What follows belongs to an exercise in optimizing a design on an open flow for small area, a short achievable clock period and few clock cycles; a production flow would make more cautious choices.
RTL that was checked went through simulation tests only; none was proved equivalent to the original.
Power figures rest on the tool's default switching activity, not on a simulated workload.

==> flow/design.v (excerpt) <==
module cordic (
    input  wire        clk,
    input  wire        rst_n,
    input  wire        start,
    input  wire [15:0] x_in,
    input  wire [15:0] y_in,
    input  wire [15:0] z_in,
    output reg         done,
    output wire [15:0] x_out,
    output wire [15:0] y_out,
    output wire [15:0] z_out
);
    reg [15:0] x, y, z;
    reg        busy;
    reg [3:0]  ia, ib;
    wire [3:0] i_x = ia;
    wire [3:0] i_y = ~ib;
    wire [3:0] i_z = ia;
    function [15:0] add16;
        input [15:0] a, b;
        input ci;
        reg [15:0] p, g, pp, gg;
        begin
            p = a ^ b;
            g = a & b;
            gg = g; pp = p;
            gg[0] = g[0] | (p[0] & ci);
            gg[15] = gg[15] | (pp[15] & gg[14]); pp[15] = pp[15] & pp[14];
            gg[13] = gg[13] | (pp[13] & gg[12]); pp[13] = pp[13] & pp[12];
            gg[11] = gg[11] | (pp[11] & gg[10]); pp[11] = pp[11] & pp[10];
            gg[9] = gg[9] | (pp[9] & gg[8]); pp[9] = pp[9] & pp[8];
            gg[7] = gg[7] | (pp[7] & gg[6]); pp[7] = pp[7] & pp[6];
            gg[5] = gg[5] | (pp[5] & gg[4]); pp[5] = pp[5] & pp[4];
            gg[3] = gg[3] | (pp[3] & gg[2]); pp[3] = pp[3] & pp[2];
            gg[1] = gg[1] | (pp[1] & gg[0]); pp[1] = pp[1] & pp[0];
            gg[15] = gg[15] | (pp[15] & gg[13]); pp[15] = pp[15] & pp[13];
            gg[11] = gg[11] | (pp[11] & gg[9]); pp[11] = pp[11] & pp[9];
            gg[7] = gg[7] | (pp[7] & gg[5]); pp[7] = pp[7] & pp[5];
            gg[3] = gg[3] | (pp[3] & gg[1]); pp[3] = pp[3] & pp[1];
            gg[15] = gg[15] | (pp[15] & gg[11]); pp[15] = pp[15] & pp[11];
            gg[7] = gg[7] | (pp[7] & gg[3]); pp[7] = pp[7] & pp[3];
  ...
export LEC_CHECK = 0
export CAP_MARGIN = 20
export CORE_MARGIN = 2
export CORE_UTILIZATION = 40
export SLEW_MARGIN = 20
create_clock -name core_clock -period 10.0 [get_ports {clk}]
standard.sh (not shown) runs the stock make flow with config.mk's settings and CLKGATE_MAP_FILE= SYNTH_SCRIPT=/design/flow/synth_recipe.tcl, a recipe that flattens the netlist after the stock synthesis.
==> flow/flow/run.sh <==
#!/bin/bash
# Standard layout, with the port buffers made from the smallest buffer cell
# and timing repair aimed at a setup slack of 6 ns.
set -euo pipefail
export BUFFER_PORTS_ARGS="-buffer_cell sky130_fd_sc_hd__buf_1"
bash standard.sh SETUP_SLACK_MARGIN=6 finish > standard.log 2>&1
The starting point ran to the end with no violations.
Testbench counts at the start, summed over its fixed seeds: cycles 12,488.
==> next run, changes <==
==> flow/flow/run.sh (replaced) <==
#!/bin/bash
# The standard layout with these changes:
# - synthesis is the standard script, with ABC's mapping script replaced by
#   flow/abc_map.script and without the step that maps adders to full- and
#   half-adder cells, so ABC maps the adders' logic itself (the registers are
#   mapped before ABC runs and are the standard synthesis's);
# - the port buffers are made from the smallest buffer cell;
# - timing repair aims at a setup slack of 6.5 ns.
set -euo pipefail
here=$(pwd)
{
  head -n 1 synth_recipe.tcl
  echo "proc abc {args} { set i [lsearch \$args -script]; lset args [expr {\$i + 1}] $here/flow/abc_map.script; yosys abc {*}\$args }"
  tail -n +2 synth_recipe.tcl
} > flow_synth.tcl
export BUFFER_PORTS_ARGS="-buffer_cell sky130_fd_sc_hd__buf_1"
bash standard.sh SYNTH_SCRIPT="$here/flow_synth.tcl" ADDER_MAP_FILE= SETUP_SLACK_MARGIN=6.5 finish > standard.log 2>&1
==> flow/flow/abc_map.script (new file) <==
strash
dch
map -a
topo
buffer -c
upsize -c
dnsize -c
--- a/flow/config.mk
+++ b/flow/config.mk
@@ -10,2 +10,5 @@
 export CORE_UTILIZATION = 40
+export CTS_BUF_LIST = sky130_fd_sc_hd__clkbuf_4 sky130_fd_sc_hd__clkbuf_8
+export CTS_CLUSTER_DIAMETER = 100
+export CTS_CLUSTER_SIZE = 30
 export SLEW_MARGIN = 20
Result: The changed run went through all stages and came out clean; via count goes up by a quarter to a third; hold slack improves by 39 ps; clock power goes down by about a fifth; synthesized cell count goes up by well over a third; setup slack improves by 460 ps; maximum frequency goes up by roughly a tenth; global-route usage goes up by 2.0 points; cell area goes up slightly; routed wire length goes up by about a fifth; combinational power goes down by a little under a tenth.
==> next run, changes <==
==> flow/flow/run.sh (replaced) <==
#!/bin/bash
# Standard layout, with the port buffers made from the smallest buffer cell
# and timing repair aimed at a setup slack of 5 ns.
set -euo pipefail
export BUFFER_PORTS_ARGS="-buffer_cell sky130_fd_sc_hd__buf_1"
bash standard.sh SETUP_SLACK_MARGIN=5 finish > standard.log 2>&1
--- a/flow/config.mk
+++ b/flow/config.mk
@@ -10,5 +10,2 @@
 export CORE_UTILIZATION = 40
-export CTS_BUF_LIST = sky130_fd_sc_hd__clkbuf_4 sky130_fd_sc_hd__clkbuf_8
-export CTS_CLUSTER_DIAMETER = 100
-export CTS_CLUSTER_SIZE = 30
 export SLEW_MARGIN = 20
removed: flow/flow/abc_map.script
Area after synthesis climbs by 6.8%.
Cell area drops by 6.4%.
Hold slack gets worse by 40 ps.
Via count drops by 22%.
Non-clock buffer count drops by 61.
Maximum frequency drops by 25%.
Global-route usage drops by 2.4 points.
==> next run, changes <==
==> flow/flow/run.sh (replaced) <==
#!/bin/bash
# Standard layout, with the port buffers made from the smallest buffer cell
# and timing repair aimed at a setup slack of 5.5 ns.
set -euo pipefail
export BUFFER_PORTS_ARGS="-buffer_cell sky130_fd_sc_hd__buf_1"
bash standard.sh SETUP_SLACK_MARGIN=5.5 finish > standard.log 2>&1
- The new run finished with timing, DRC and antenna clean
- core utilization climbs by 0.22 points
- final area climbs by 0.47%
- sequential power is about the same
- total power climbs by 0.40%
==> next run, changes <==
==> flow/flow/run.sh (replaced) <==
#!/bin/bash
# Standard layout, with the port buffers made from the smallest buffer cell
# and timing repair aimed at a setup slack of 6.5 ns.
set -euo pipefail
export BUFFER_PORTS_ARGS="-buffer_cell sky130_fd_sc_hd__buf_1"
bash standard.sh SETUP_SLACK_MARGIN=6.5 finish > standard.log 2>&1
What happened: The changed run produced a clean layout. Setup slack gets better by 500 ps. Combinational power goes up by 25%. Clock skew goes up by 4.7 ps. Final area goes up by 16%. Clock-buffer cell count goes down by 1. Die area does not change. Via count goes up by about 7%. Critical path depth goes down by 1.

* * *

rev 12:
Another version of the RTL of cordic (not shown whole).
For scale: ~640 cells after synthesis, ~54 flip-flops, ~100 I/O pins, roughly 0.0056 sq mm of cells after synthesis.
clock: 10.0 ns
lec_check: 0
cap_margin: 20
core_margin: 2
core_utilization: 40
slew_margin: 20
==> flow/flow/run.sh <==
#!/bin/bash
# Standard layout, with the port buffers made from the smallest buffer cell
# and timing repair aimed at a setup slack of 0 ns.
set -euo pipefail
export BUFFER_PORTS_ARGS="-buffer_cell sky130_fd_sc_hd__buf_1"
bash standard.sh SETUP_SLACK_MARGIN=0 finish > standard.log 2>&1
Rev 12 has completed all stages; timing, DRC and antenna checks passed.
--- input diff rev 12..rev 13 ---
==> flow/flow/run.sh <==
#!/bin/bash
# Standard layout, with the port buffers made from the smallest buffer cell
# and timing repair aimed at a setup slack of 5 ns.
set -euo pipefail
export BUFFER_PORTS_ARGS="-buffer_cell sky130_fd_sc_hd__buf_1"
bash standard.sh SETUP_SLACK_MARGIN=5 finish > standard.log 2>&1
| wire length on met1 | higher: rev 13 |. Rev 13 -> rev 12: count of input and output buffers delta 0, exact match. ~same total power in rev 12 and rev 13. Compared to rev 12, the router laid down more metal wire for rev 13. There was hardly any difference in fraction of standard cell area that is sequential between rev 13 and rev 12. it[0]$_SDFF_PP0_ as the worst setup path startpoint was reported by rev 12, and it[2]$_SDFF_PP0_ by rev 13. Per the comparison of rev 13 with rev 12, pin slew with the least headroom to its limit fell 0.0032 ns, final critical-path setup slack +0.028 ns, number of setup buffers added after CTS comparable, via count of the first global-routing pass held, proportion of layout cells with a drive suffix above 1 up 0.41 points. Comparing rev 12 against rev 13, there is no change at all in clock sink count.
No functional check of the RTL was part of any run of this note.

* * *

The RTL this note starts from:
==> flow/design.v <==
module cordic (
    input  wire        clk,
    input  wire        rst_n,
    input  wire        start,
    input  wire [15:0] x_in,
    input  wire [15:0] y_in,
    input  wire [15:0] z_in,
    output reg         done,
    output wire [15:0] x_out,
    output wire [15:0] y_out,
    output wire [15:0] z_out
);
    reg [15:0] x, y, z;
    reg        busy;
    reg [3:0]  it;            
    wire [3:0] i_x = it, i_y = it, i_z = it;
    function [15:0] add16;
        input [15:0] a, b;
        input ci;
        reg [15:0] p, g, pp, gg;
        begin
            p = a ^ b;
            g = a & b;
            gg = g; pp = p;
            gg[0] = g[0] | (p[0] & ci);
            gg[15] = gg[15] | (pp[15] & gg[14]); pp[15] = pp[15] & pp[14];
            gg[13] = gg[13] | (pp[13] & gg[12]); pp[13] = pp[13] & pp[12];
            gg[11] = gg[11] | (pp[11] & gg[10]); pp[11] = pp[11] & pp[10];
            gg[9] = gg[9] | (pp[9] & gg[8]); pp[9] = pp[9] & pp[8];
            gg[7] = gg[7] | (pp[7] & gg[6]); pp[7] = pp[7] & pp[6];
            gg[5] = gg[5] | (pp[5] & gg[4]); pp[5] = pp[5] & pp[4];
            gg[3] = gg[3] | (pp[3] & gg[2]); pp[3] = pp[3] & pp[2];
            gg[1] = gg[1] | (pp[1] & gg[0]); pp[1] = pp[1] & pp[0];
            gg[15] = gg[15] | (pp[15] & gg[13]); pp[15] = pp[15] & pp[13];
            gg[14] = gg[14] | (pp[14] & gg[13]); pp[14] = pp[14] & pp[13];
            gg[11] = gg[11] | (pp[11] & gg[9]); pp[11] = pp[11] & pp[9];
            gg[10] = gg[10] | (pp[10] & gg[9]); pp[10] = pp[10] & pp[9];
            gg[7] = gg[7] | (pp[7] & gg[5]); pp[7] = pp[7] & pp[5];
            gg[6] = gg[6] | (pp[6] & gg[5]); pp[6] = pp[6] & pp[5];
            gg[3] = gg[3] | (pp[3] & gg[1]); pp[3] = pp[3] & pp[1];
            gg[2] = gg[2] | (pp[2] & gg[1]); pp[2] = pp[2] & pp[1];
            gg[15] = gg[15] | (pp[15] & gg[11]); pp[15] = pp[15] & pp[11];
            gg[14] = gg[14] | (pp[14] & gg[11]); pp[14] = pp[14] & pp[11];
            gg[13] = gg[13] | (pp[13] & gg[11]); pp[13] = pp[13] & pp[11];
            gg[12] = gg[12] | (pp[12] & gg[11]); pp[12] = pp[12] & pp[11];
            gg[7] = gg[7] | (pp[7] & gg[3]); pp[7] = pp[7] & pp[3];
            gg[6] = gg[6] | (pp[6] & gg[3]); pp[6] = pp[6] & pp[3];
            gg[5] = gg[5] | (pp[5] & gg[3]); pp[5] = pp[5] & pp[3];
            gg[4] = gg[4] | (pp[4] & gg[3]); pp[4] = pp[4] & pp[3];
            gg[15] = gg[15] | (pp[15] & gg[7]); pp[15] = pp[15] & pp[7];
            gg[14] = gg[14] | (pp[14] & gg[7]); pp[14] = pp[14] & pp[7];
            gg[13] = gg[13] | (pp[13] & gg[7]); pp[13] = pp[13] & pp[7];
            gg[12] = gg[12] | (pp[12] & gg[7]); pp[12] = pp[12] & pp[7];
            gg[11] = gg[11] | (pp[11] & gg[7]); pp[11] = pp[11] & pp[7];
            gg[10] = gg[10] | (pp[10] & gg[7]); pp[10] = pp[10] & pp[7];
            gg[9] = gg[9] | (pp[9] & gg[7]); pp[9] = pp[9] & pp[7];
            gg[8] = gg[8] | (pp[8] & gg[7]); pp[8] = pp[8] & pp[7];
            add16 = p ^ {gg[14:0], ci};
        end
    endfunction
    function [15:0] zadd;
        input [3:0] i;
        input neg;
        begin
            case ({neg, i})
                {1'b0, 4'd0}: zadd = 16'he000;   
                {1'b1, 4'd0}: zadd = 16'h2000;   
                {1'b0, 4'd1}: zadd = 16'hed1c;   
                {1'b1, 4'd1}: zadd = 16'h12e4;   
                {1'b0, 4'd2}: zadd = 16'hf605;   
                {1'b1, 4'd2}: zadd = 16'h09fb;   
                {1'b0, 4'd3}: zadd = 16'hfaef;   
                {1'b1, 4'd3}: zadd = 16'h0511;   
                {1'b0, 4'd4}: zadd = 16'hfd75;   
                {1'b1, 4'd4}: zadd = 16'h028b;   
                {1'b0, 4'd5}: zadd = 16'hfeba;   
                {1'b1, 4'd5}: zadd = 16'h0146;   
                {1'b0, 4'd6}: zadd = 16'hff5d;   
                {1'b1, 4'd6}: zadd = 16'h00a3;   
                {1'b0, 4'd7}: zadd = 16'hffaf;   
                {1'b1, 4'd7}: zadd = 16'h0051;   
                {1'b0, 4'd8}: zadd = 16'hffd7;   
                {1'b1, 4'd8}: zadd = 16'h0029;   
                {1'b0, 4'd9}: zadd = 16'hffec;   
                {1'b1, 4'd9}: zadd = 16'h0014;   
                {1'b0, 4'd10}: zadd = 16'hfff6;   
                {1'b1, 4'd10}: zadd = 16'h000a;   
                {1'b0, 4'd11}: zadd = 16'hfffb;   
                {1'b1, 4'd11}: zadd = 16'h0005;   
                default: zadd = 16'h0000;
            endcase
        end
    endfunction
    function signed [15:0] shr;
        input signed [15:0] v;
        input [3:0] s;
        begin
            shr = v >>> s;
        end
    endfunction
    wire        neg = z[15];
    wire [15:0] xs  = shr(x, i_x);
    wire [15:0] ys  = shr(y, i_y);
    wire [15:0] xn  = add16(x, neg ? ys : ~ys, ~neg);
    wire [15:0] yn  = add16(y, neg ? ~xs : xs, neg);
    wire [15:0] zn  = add16(z, zadd(i_z, neg), 1'b0);
    always @(posedge clk) begin
        if (start) begin
            x <= x_in;
            y <= y_in;
            z <= z_in;
        end else begin
            x <= xn;
            y <= yn;
            z <= zn;
        end
    end
    always @(posedge clk) begin
        if (start) it <= 4'd0;
        else       it <= it + 4'd1;
    end
    wire last = it == 4'd11;
    always @(posedge clk or negedge rst_n) begin
        if (!rst_n) begin
            busy <= 1'b0;
            done <= 1'b0;
        end else begin
            done <= busy && last;
            if (start)     busy <= 1'b1;
            else if (last) busy <= 1'b0;
        end
    end
    assign x_out = x;
    assign y_out = y;
    assign z_out = z;
endmodule
export LEC_CHECK = 0
export CAP_MARGIN = 20
export CORE_MARGIN = 2
export CORE_UTILIZATION = 40
export CTS_BUF_LIST = sky130_fd_sc_hd__clkbuf_4 sky130_fd_sc_hd__clkbuf_8
export CTS_CLUSTER_DIAMETER = 100
export CTS_CLUSTER_SIZE = 30
export SLEW_MARGIN = 20
create_clock -name core_clock -period 10.0 [get_ports {clk}]
==> flow/flow/run.sh <==
#!/bin/bash
# The standard layout with these changes:
# - synthesis is the standard script, with ABC's mapping script replaced by
#   flow/abc_map.script and without the step that maps adders to full- and
#   half-adder cells, so ABC maps the adders' logic itself (the registers are
#   mapped before ABC runs and are the standard synthesis's);
# - the port buffers are made from the smallest buffer cell;
# - timing repair aims at a setup slack of 7 ns.
set -euo pipefail
here=$(pwd)
{
  head -n 1 synth_recipe.tcl
  echo "proc abc {args} { set i [lsearch \$args -script]; lset args [expr {\$i + 1}] $here/flow/abc_map.script; yosys abc {*}\$args }"
  tail -n +2 synth_recipe.tcl
} > flow_synth.tcl
export BUFFER_PORTS_ARGS="-buffer_cell sky130_fd_sc_hd__buf_1"
bash standard.sh SYNTH_SCRIPT="$here/flow_synth.tcl" ADDER_MAP_FILE= SETUP_SLACK_MARGIN=7 finish > standard.log 2>&1
==> flow/flow/abc_map.script <==
strash
balance
rewrite
refactor
balance
rewrite
rewrite -z
balance
refactor -z
rewrite -z
balance
dch
map -a
topo
buffer -c
upsize -c
dnsize -c
The starting point finished with timing, DRC and antenna clean.
Testbench counts at the start, summed over its fixed seeds: cycles 12,488.
Next try:
--- a/flow/flow/run.sh
+++ b/flow/flow/run.sh
@@ -7,3 +7,4 @@
 # - the port buffers are made from the smallest buffer cell;
-# - timing repair aims at a setup slack of 7 ns.
+# - timing repair aims at a setup slack of 6.5 ns;
+# - clock tree synthesis adds no dummy loads.
 set -euo pipefail
@@ -16,2 +17,3 @@
 export BUFFER_PORTS_ARGS="-buffer_cell sky130_fd_sc_hd__buf_1"
-bash standard.sh SYNTH_SCRIPT="$here/flow_synth.tcl" ADDER_MAP_FILE= SETUP_SLACK_MARGIN=7 finish > standard.log 2>&1
+cts_args="-sink_clustering_enable -repair_clock_nets -sink_clustering_size 20 -sink_clustering_max_diameter 60 -buf_list {sky130_fd_sc_hd__clkbuf_4 sky130_fd_sc_hd__clkbuf_8} -dont_use_dummy_load"
+bash standard.sh CTS_ARGS="$cts_args" SYNTH_SCRIPT="$here/flow_synth.tcl" ADDER_MAP_FILE= SETUP_SLACK_MARGIN=6.5 finish > standard.log 2>&1
CTS_CLUSTER_DIAMETER = 60   (was 100)
CTS_CLUSTER_SIZE = 20   (was 30)
After rerunning:
- The new run passed the timing, DRC and antenna checks
- via count fell by 11%
- non-clock buffer count fell by 105
- global-route usage fell by 3.5 points
- worst setup slack is better by 0.043 ns
- count of clock-buffer cells in the layout does not change

==> static timing again, ports no longer ideal <==
No port has a modelled driver above. Below, the same layouts with a new extraction and two added sets of constraints.
Step 1 assumes that a clkbuf_16 drives the clock port and a buf_2 every other input.
Step 2, shift: input delay + t, output delay - t, t = (earliest + latest rising clock arrival at the registers) / 2. This alone moves slack from input paths to output paths.
Three values: ideal ports, drivers, drivers and shift; two values: the first two.
run | t (ns) | slack for setup (ns) | hold slack, ns | slew at the worst register clock pin (ns) | worst data-port slew with drivers (ns)
the first run of note 1 | 0.378 | 6.099 / 6.099 / 6.099 | 0.472 / 0.472 / 0.472 | 0.05 / 0.05 | 0.04
the second run of note 1 | 0.400 | 6.560 / 6.560 / 6.372 | 0.511 / 0.511 / 0.511 | 0.08 / 0.08 | 0.04
the third run of note 1 | 0.379 | 5.401 / 5.401 / 5.401 | 0.471 / 0.471 / 0.471 | 0.05 / 0.05 | 0.04
the fourth run of note 1 | 0.379 | 5.842 / 5.842 / 5.842 | 0.472 / 0.472 / 0.472 | 0.05 / 0.05 | 0.04
the fifth run of note 1 | 0.385 | 6.345 / 6.345 / 6.345 | 0.474 / 0.474 / 0.474 | 0.06 / 0.06 | 0.04
rev 12 | 0.347 | 5.327 / 5.327 / 5.327 | 0.482 / 0.482 / 0.482 | 0.07 / 0.07 | 0.03
rev 13 | 0.346 | 5.355 / 5.355 / 5.355 | 0.482 / 0.482 / 0.482 | 0.07 / 0.07 | 0.03
the first run of note 3 | 0.392 | 6.699 / 6.699 / 6.699 | 0.518 / 0.518 / 0.518 | 0.12 / 0.12 | 0.03
the second run of note 3 | 0.369 | 6.742 / 6.707 / 6.482 | 0.514 / 0.514 / 0.514 | 0.12 / 0.12 | 0.03
After both steps setup and hold are still met in every run listed. The setup slack of the second run of note 3, which loses most, moves by -0.035 ns with the drivers and by -0.260 ns with both steps.
